This design comes from an exercise in tuning for small area and a short achievable clock period on the open sky130 flow, not from production work. RTL that was checked went through simulation tests only; none was proved equivalent to the original.

==> run a <==
==> flow/design.v <==
module top_pip(input [15:0] X,Y,
input [3:0] sn_1,
input clk,
input reset,
input [15:0] theta_in,
output reg [3:0] sn_op,
output reg [15:0] theta_op,
output reg [15:0] Xo,Yo);
wire [14:0] t = theta_in[14:0];
reg  [3:0]  s_c;
reg  [14:0] th_fin;
integer j;
always @* begin
    s_c = 4'd15;
    for (j = 1; j <= 13; j = j + 1)
        if (t[j]) s_c = 15 - j;
    if (t[14]) s_c = 4'd2;
end
always @* begin
    for (j = 0; j <= 12; j = j + 1)
        th_fin[j] = t[j] & ~(t[j+1] & ~|(t >> (j+2)));
    th_fin[13] = t[13];
    th_fin[14] = 1'b0;
    if (t[14]) th_fin = {3'b010, t[11:0]};
end
wire [3:0] s_1 = theta_in[15] ? 4'd15 : s_c;
wire [15:0] xo_w [1:10];
wire [15:0] yo_w [1:10];
rot1 r1 (.xn(X), .yn(Y), .i(sn_1), .xo(xo_w[1]), .yo(yo_w[1]));
reg [15:0] x2r, y2r;
reg [11:0] th2r;
reg [3:0]  i2r, c2r;    
always @(posedge clk) begin
    x2r <= xo_w[1]; y2r <= yo_w[1];
    th2r <= th_fin[11:0];
    i2r <= s_1;
    c2r <= s_c;
end
rot r2 (.xn(x2r), .yn(y2r), .i(i2r), .xo(xo_w[2]), .yo(yo_w[2]));
wire [11:0] th_w [2:10];
wire [3:0]  i_w  [2:10];
assign th_w[2] = th2r;
assign i_w[2]  = c2r;
genvar k;
generate
    for (k = 3; k <= 10; k = k + 1) begin : st
        reg [15:0] xr, yr;
        reg [11:0] thr;
        reg [3:0]  ir;
        always @(posedge clk) begin
            xr  <= xo_w[k-1];
            yr  <= yo_w[k-1];
            thr <= th_w[k-1];
            ir  <= i_w[k-1];
        end
        rot rk (.xn(xr), .yn(yr), .i(ir), .xo(xo_w[k]), .yo(yo_w[k]));
        assign th_w[k] = thr;
        assign i_w[k]  = ir;
    end
endgenerate
always @(posedge clk) begin
    if (reset) begin
        Xo <= 0;
        Yo <= 0;
        sn_op <= 0;
        theta_op <= 0;
    end else begin
        Xo <= xo_w[10];
        Yo <= yo_w[10];
        sn_op <= i_w[10];
        theta_op <= {2'b00, i_w[10] == 4'd2, i_w[10] == 4'd3, th_w[10]};
    end
end
endmodule
module shr16(input [15:0] a, input [3:0] s, output [15:0] y);
wire [15:0] l1 = s[0] ? {1'b0, a[15:1]}  : a;
wire [15:0] l2 = s[1] ? {2'b0, l1[15:2]} : l1;
wire [15:0] l4 = s[2] ? {4'b0, l2[15:4]} : l2;
assign y       = s[3] ? {8'b0, l4[15:8]} : l4;
endmodule
module add4(input [15:0] a, b, c, d, output [15:0] y);
wire [15:0] s1 = a ^ b ^ c;
wire [15:0] c1 = {(a[14:0] & b[14:0]) | (a[14:0] & c[14:0]) | (b[14:0] & c[14:0]), 1'b0};
wire [15:0] s2 = s1 ^ c1 ^ d;
wire [15:0] c2 = {(s1[14:0] & c1[14:0]) | (s1[14:0] & d[14:0]) | (c1[14:0] & d[14:0]), 1'b0};
assign y = s2 + c2;
endmodule
module rot1(input [15:0] xn, yn,
            input [3:0] i,
            output [15:0] xo, yo);
function [3:0] op2f(input [3:0] i);
    case (i)
        4'd0: op2f = 4'd2;   4'd1: op2f = 4'd5;   4'd2: op2f = 4'd8;   4'd3: op2f = 4'd11;
        4'd4: op2f = 4'd14;  4'd5: op2f = 4'd1;   4'd6: op2f = 4'd4;   4'd7: op2f = 4'd7;
        4'd8: op2f = 4'd10;  4'd9: op2f = 4'd13;  4'd10: op2f = 4'd0;  4'd11: op2f = 4'd3;
        4'd12: op2f = 4'd6;  4'd13: op2f = 4'd9;  4'd14: op2f = 4'd12; default: op2f = 4'd15;
    endcase
endfunction
wire [3:0] op2 = op2f(i);
wire [15:0] x1, y1, x2, y2, xi, yi;
assign x1 = {1'b0, xn[15:1]} >> {i[2:0], 1'b0};
assign y1 = {1'b0, yn[15:1]} >> {i[2:0], 1'b0};
shr16 sx2 (.a(xn), .s(op2), .y(x2));
shr16 sy2 (.a(yn), .s(op2), .y(y2));
shr16 sxi (.a(xn), .s(i),   .y(xi));
shr16 syi (.a(yn), .s(i),   .y(yi));
add4 ax (.a(xn), .b(x1), .c(y2), .d(yi), .y(xo));
add4 ay (.a(yn), .b(y1), .c(x2), .d(xi), .y(yo));
endmodule
module rot(input [15:0] xn, yn,
           input [3:0] i,
           output [15:0] xo, yo);
function [3:0] op2f(input [3:0] i);
    case (i)
        4'd0: op2f = 4'd2;   4'd1: op2f = 4'd5;   4'd2: op2f = 4'd8;   4'd3: op2f = 4'd11;
        4'd4: op2f = 4'd14;  4'd5: op2f = 4'd1;   4'd6: op2f = 4'd4;   4'd7: op2f = 4'd7;
        4'd8: op2f = 4'd10;  4'd9: op2f = 4'd13;  4'd10: op2f = 4'd0;  4'd11: op2f = 4'd3;
        4'd12: op2f = 4'd6;  4'd13: op2f = 4'd9;  4'd14: op2f = 4'd12; default: op2f = 4'd15;
    endcase
endfunction
wire [3:0] op2 = op2f(i);
wire [3:0] u = i - 4'd2;                        
wire [15:0] x1 = {1'b0, xn[15:1]} >> {i[2:0], 1'b0};
wire [15:0] y1 = {1'b0, yn[15:1]} >> {i[2:0], 1'b0};
wire [15:0] x2, y2, xi, yi;
shr16 sx2 (.a(xn), .s(op2), .y(x2));
shr16 sy2 (.a(yn), .s(op2), .y(y2));
shr16 sxi (.a({2'b0, xn[15:2]}), .s(u), .y(xi));
shr16 syi (.a({2'b0, yn[15:2]}), .s(u), .y(yi));
add4 ax (.a(xn), .b(x1), .c(y2), .d(yi), .y(xo));
add4 ay (.a(yn), .b(y1), .c(x2), .d(xi), .y(yo));
endmodule
==> flow/flow/run.sh <==
#!/bin/bash
# The standard layout, with Yosys's generic synthesis run without its quick
# ABC pass (SYNTH_ARGS=-noabc): the full adders are then extracted from the
# unmapped logic and need no polarity-fixing inverters.  Everything else,
# including the final ABC mapping, is the standard flow.
set -euo pipefail
bash standard.sh SYNTH_ARGS=-noabc finish > orfs_make.log 2>&1
==> flow/standard.sh <==
#!/bin/bash
# synth_recipe.tcl (not shown) runs the flow's synth.tcl, then flattens the netlist and writes it again
# the make line also repeats each setting of config.mk as NAME=value (left out here)
make -C /OpenROAD-flow-scripts/flow DESIGN_CONFIG=/design/flow/config.mk WORK_HOME=/design/flow/orfs CLKGATE_MAP_FILE= SYNTH_SCRIPT=/design/flow/synth_recipe.tcl "${@:-finish}"
==> flow/config.mk <==
export PLATFORM = sky130hd
export DESIGN_NAME = top_pip
export DESIGN_NICKNAME = top_pip
export VERILOG_FILES = /design/flow/design.v
export SDC_FILE = /design/flow/constraint.sdc
export NUM_CORES = 4
export LEC_CHECK = 0
export ABC_AREA = 1
export CAP_MARGIN = 20
export CORE_MARGIN = 2
export CORE_UTILIZATION = 40
export SETUP_SLACK_MARGIN = 1.6
export SLEW_MARGIN = 20
==> flow/constraint.sdc <==
create_clock -name core_clock -period 5.5 [get_ports {clk}]
set_input_delay 1.1000 -clock core_clock [delete_from_list [all_inputs] [get_ports {clk}]]
set_output_delay 1.1000 -clock core_clock [all_outputs]
set_load 0.01 [all_outputs]
==> inputs of run b, as changes to run a <==
SETUP_SLACK_MARGIN = 1.2   (was 1.6)
==> inputs of run c, as changes to run a <==
==> flow/design.v (replaced) <==
module top_pip(input [15:0] X,Y,
input [3:0] sn_1,
input clk,
input reset,
input [15:0] theta_in,
output reg [3:0] sn_op,
output reg [15:0] theta_op,
output reg [15:0] Xo,Yo);
wire [14:0] t = theta_in[14:0];
reg  [3:0]  s_c;
reg  [14:0] th_fin;
integer j;
always @* begin
    s_c = 4'd15;
    for (j = 1; j <= 13; j = j + 1)
        if (t[j]) s_c = 15 - j;
    if (t[14]) s_c = 4'd2;
end
always @* begin
    for (j = 0; j <= 12; j = j + 1)
        th_fin[j] = t[j] & ~(t[j+1] & ~|(t >> (j+2)));
    th_fin[13] = t[13];
    th_fin[14] = 1'b0;
    if (t[14]) th_fin = {3'b010, t[11:0]};
end
wire [15:0] xo_w [1:10];
wire [15:0] yo_w [1:10];
wire [14:0] th_w [1:10];
wire [3:0]  s_w  [1:10];
reg         b15;
rot r1 (.xn(X), .yn(Y), .i(sn_1), .xo(xo_w[1]), .yo(yo_w[1]));
assign th_w[1] = th_fin;
assign s_w[1]  = s_c;
always @(posedge clk) b15 <= theta_in[15];
genvar k;
generate
    for (k = 2; k <= 10; k = k + 1) begin : st
        reg [15:0] xr, yr;
        reg [14:0] thr;
        reg [3:0]  sr;
        always @(posedge clk) begin
            xr  <= xo_w[k-1];
            yr  <= yo_w[k-1];
            thr <= th_w[k-1];
            sr  <= s_w[k-1];
        end
        if (k == 2) begin : first
            rot rk (.xn(xr), .yn(yr), .i(b15 ? 4'd15 : sr), .xo(xo_w[k]), .yo(yo_w[k]));
        end else begin : other
            rot rk (.xn(xr), .yn(yr), .i(sr), .xo(xo_w[k]), .yo(yo_w[k]));
        end
        assign th_w[k] = thr;
        assign s_w[k]  = sr;
    end
endgenerate
always @(posedge clk) begin
    if (reset) begin
        Xo <= 0;
        Yo <= 0;
        sn_op <= 0;
        theta_op <= 0;
    end else begin
        Xo <= xo_w[10];
        Yo <= yo_w[10];
        sn_op <= s_w[10];
        theta_op <= {1'b0, th_w[10]};
    end
end
endmodule
module rot(input [15:0] xn, yn,
           input [3:0] i,
           output [15:0] xo, yo);
wire [3:0] op1 = {i[2:0], 1'b1};       
wire [3:0] op2 = {i[2:0], 1'b0} + i + 4'd2;  
assign xo = xn + (xn >> op1) + (yn >> op2) + (yn >> i);
assign yo = yn + (yn >> op1) + (xn >> op2) + (xn >> i);
endmodule
==> flow/run.sh (new file) <==
#!/bin/bash
# synth_recipe.tcl (not shown) runs the flow's synth.tcl, then flattens the netlist and writes it again
# the make line also repeats each setting of config.mk as NAME=value (left out here)
make -C /OpenROAD-flow-scripts/flow DESIGN_CONFIG=/design/flow/config.mk WORK_HOME=/design/flow/orfs CLKGATE_MAP_FILE= SYNTH_SCRIPT=/design/flow/synth_recipe.tcl finish
ABC_AREA = unset   (was 1)
SETUP_SLACK_MARGIN = unset   (was 1.6)
removed: flow/flow/run.sh
removed: flow/standard.sh
==> inputs of run d, as changes to run a <==
--- a/flow/design.v
+++ b/flow/design.v
@@ -24,28 +24,32 @@
     if (t[14]) th_fin = {3'b010, t[11:0]};
 end
+wire [3:0] p_c = {s_c[2:0], 1'b0} + s_c + 4'd2;    
 wire [3:0] s_1 = theta_in[15] ? 4'd15 : s_c;
+wire [3:0] p_1 = theta_in[15] ? 4'd15 : p_c;        
 wire [15:0] xo_w [1:10];
 wire [15:0] yo_w [1:10];
 rot1 r1 (.xn(X), .yn(Y), .i(sn_1), .xo(xo_w[1]), .yo(yo_w[1]));
 reg [15:0] x2r, y2r;
-reg [11:0] th2r;
-reg [3:0]  i2r, c2r;    
+reg [14:0] th2r;
+reg [3:0]  i2r, p2r, c2r, q2r;    
 always @(posedge clk) begin
     x2r <= xo_w[1]; y2r <= yo_w[1];
-    th2r <= th_fin[11:0];
-    i2r <= s_1;
-    c2r <= s_c;
+    th2r <= th_fin;
+    i2r <= s_1; p2r <= p_1;
+    c2r <= s_c; q2r <= p_c;
 end
-rot r2 (.xn(x2r), .yn(y2r), .i(i2r), .xo(xo_w[2]), .yo(yo_w[2]));
-wire [11:0] th_w [2:10];
+rot r2 (.xn(x2r), .yn(y2r), .i(i2r), .op2(p2r), .xo(xo_w[2]), .yo(yo_w[2]));
+wire [14:0] th_w [2:10];
 wire [3:0]  i_w  [2:10];
+wire [3:0]  p_w  [2:10];
 assign th_w[2] = th2r;
 assign i_w[2]  = c2r;
+assign p_w[2]  = q2r;
 genvar k;
 generate
     for (k = 3; k <= 10; k = k + 1) begin : st
         reg [15:0] xr, yr;
-        reg [11:0] thr;
-        reg [3:0]  ir;
+        reg [14:0] thr;
+        reg [3:0]  ir, pr;
         always @(posedge clk) begin
             xr  <= xo_w[k-1];
@@ -53,8 +57,10 @@
             thr <= th_w[k-1];
             ir  <= i_w[k-1];
+            pr  <= p_w[k-1];
         end
-        rot rk (.xn(xr), .yn(yr), .i(ir), .xo(xo_w[k]), .yo(yo_w[k]));
+        rot rk (.xn(xr), .yn(yr), .i(ir), .op2(pr), .xo(xo_w[k]), .yo(yo_w[k]));
         assign th_w[k] = thr;
         assign i_w[k]  = ir;
+        assign p_w[k]  = pr;
     end
 endgenerate
@@ -69,5 +75,5 @@
         Yo <= yo_w[10];
         sn_op <= i_w[10];
-        theta_op <= {2'b00, i_w[10] == 4'd2, i_w[10] == 4'd3, th_w[10]};
+        theta_op <= {1'b0, th_w[10]};
     end
 end
@@ -89,13 +95,5 @@
             input [3:0] i,
             output [15:0] xo, yo);
-function [3:0] op2f(input [3:0] i);
-    case (i)
-        4'd0: op2f = 4'd2;   4'd1: op2f = 4'd5;   4'd2: op2f = 4'd8;   4'd3: op2f = 4'd11;
-        4'd4: op2f = 4'd14;  4'd5: op2f = 4'd1;   4'd6: op2f = 4'd4;   4'd7: op2f = 4'd7;
-        4'd8: op2f = 4'd10;  4'd9: op2f = 4'd13;  4'd10: op2f = 4'd0;  4'd11: op2f = 4'd3;
-        4'd12: op2f = 4'd6;  4'd13: op2f = 4'd9;  4'd14: op2f = 4'd12; default: op2f = 4'd15;
-    endcase
-endfunction
-wire [3:0] op2 = op2f(i);
+wire [3:0] op2 = {i[2:0], 1'b0} + i + 4'd2;    
 wire [15:0] x1, y1, x2, y2, xi, yi;
 assign x1 = {1'b0, xn[15:1]} >> {i[2:0], 1'b0};
@@ -109,15 +107,6 @@
 endmodule
 module rot(input [15:0] xn, yn,
-           input [3:0] i,
+           input [3:0] i, op2,
            output [15:0] xo, yo);
-function [3:0] op2f(input [3:0] i);
-    case (i)
-        4'd0: op2f = 4'd2;   4'd1: op2f = 4'd5;   4'd2: op2f = 4'd8;   4'd3: op2f = 4'd11;
-        4'd4: op2f = 4'd14;  4'd5: op2f = 4'd1;   4'd6: op2f = 4'd4;   4'd7: op2f = 4'd7;
-        4'd8: op2f = 4'd10;  4'd9: op2f = 4'd13;  4'd10: op2f = 4'd0;  4'd11: op2f = 4'd3;
-        4'd12: op2f = 4'd6;  4'd13: op2f = 4'd9;  4'd14: op2f = 4'd12; default: op2f = 4'd15;
-    endcase
-endfunction
-wire [3:0] op2 = op2f(i);
 wire [3:0] u = i - 4'd2;                        
 wire [15:0] x1 = {1'b0, xn[15:1]} >> {i[2:0], 1'b0};
==> flow/run.sh (new file) <==
#!/bin/bash
# synth_recipe.tcl (not shown) runs the flow's synth.tcl, then flattens the netlist and writes it again
# the make line also repeats each setting of config.mk as NAME=value (left out here)
make -C /OpenROAD-flow-scripts/flow DESIGN_CONFIG=/design/flow/config.mk WORK_HOME=/design/flow/orfs CLKGATE_MAP_FILE= SYNTH_SCRIPT=/design/flow/synth_recipe.tcl finish
ABC_AREA = unset   (was 1)
CORE_UTILIZATION = 65   (was 40)
SETUP_SLACK_MARGIN = unset   (was 1.6)
removed: flow/flow/run.sh
removed: flow/standard.sh
==> summary.txt <==
| item | run a | run b | run d | run c |
|---|---|---|---|---|
| Data required, critical path | 6.12 ns | 6.04 ns | 6.03 ns | 6.12 ns |
| F_max | 246 MHz | 240 MHz | 190 MHz | 192 MHz |
| Wire length of the first global-routing pass | 354000 um | 341000 um | 355000 um | 376000 um |
| Core Footprint | 148000 sq um | 148000 sq um | 102000 sq um | 167000 sq um |
| Simple-gate portion of the synthesized area | 0.234 | 0.234 | 0.165 | 0.167 |
| Count of clock buffers in the final design | 84 | 74 | 71 | 75 |
| Initial core utilization | 0.403 | 0.403 | 0.658 | 0.403 |
| Portion of synthesized cell area occupied by the leading cell type | 0.196 | 0.196 | 0.173 | 0.178 |
| Initial antenna violation count | 3 | 5 | 12 | 0 |
| Status | finished clean | finished clean | finished clean | finished clean |
| Worst R2R Setup Slack | 1.44 ns | 1.33 ns | 0.25 ns | 0.28 ns |
Function not checked in run c: the RTL went through the layout flow alone.

## afterwards: timing with drivers on the ports
Ports are ideal in the flow. The routed layouts listed here were re-timed in OpenROAD. Step 1: set_driving_cell puts a clkbuf_16 on clk and a buf_2 on each other input, an assumption about the parent block. Step 2 adds t to the input delays and takes it off the output delays; t is the mean of the earliest and latest rising clock arrival at the registers after step 1. Input paths then give back, and output paths get back, about the clock's delay inside the block. Slacks: ideal ports / drivers / drivers and shift; pairs: ideal ports / drivers.
| run | t, ns | slack for setup (ns) | worst hold slack (ns) |
|---|---|---|---|
| run a | 0.752 | 1.435 / 1.435 / 0.784 | 0.325 / 0.325 / 0.325 |
| run b | 0.753 | 1.334 / 1.334 / 0.629 | 0.299 / 0.299 / 0.299 |
| run c | 0.753 | 0.278 / 0.278 / -0.319 | 0.315 / 0.315 / 0.315 |
| run d | 0.774 | 0.248 / 0.248 / -0.333 | 0.323 / 0.323 / 0.323 |
Met with ideal ports but missed after step 2: setup timing in run c and run d. The setup slack of run b, which loses most, moves by 0.000 ns with the drivers and by -0.705 ns with both steps.
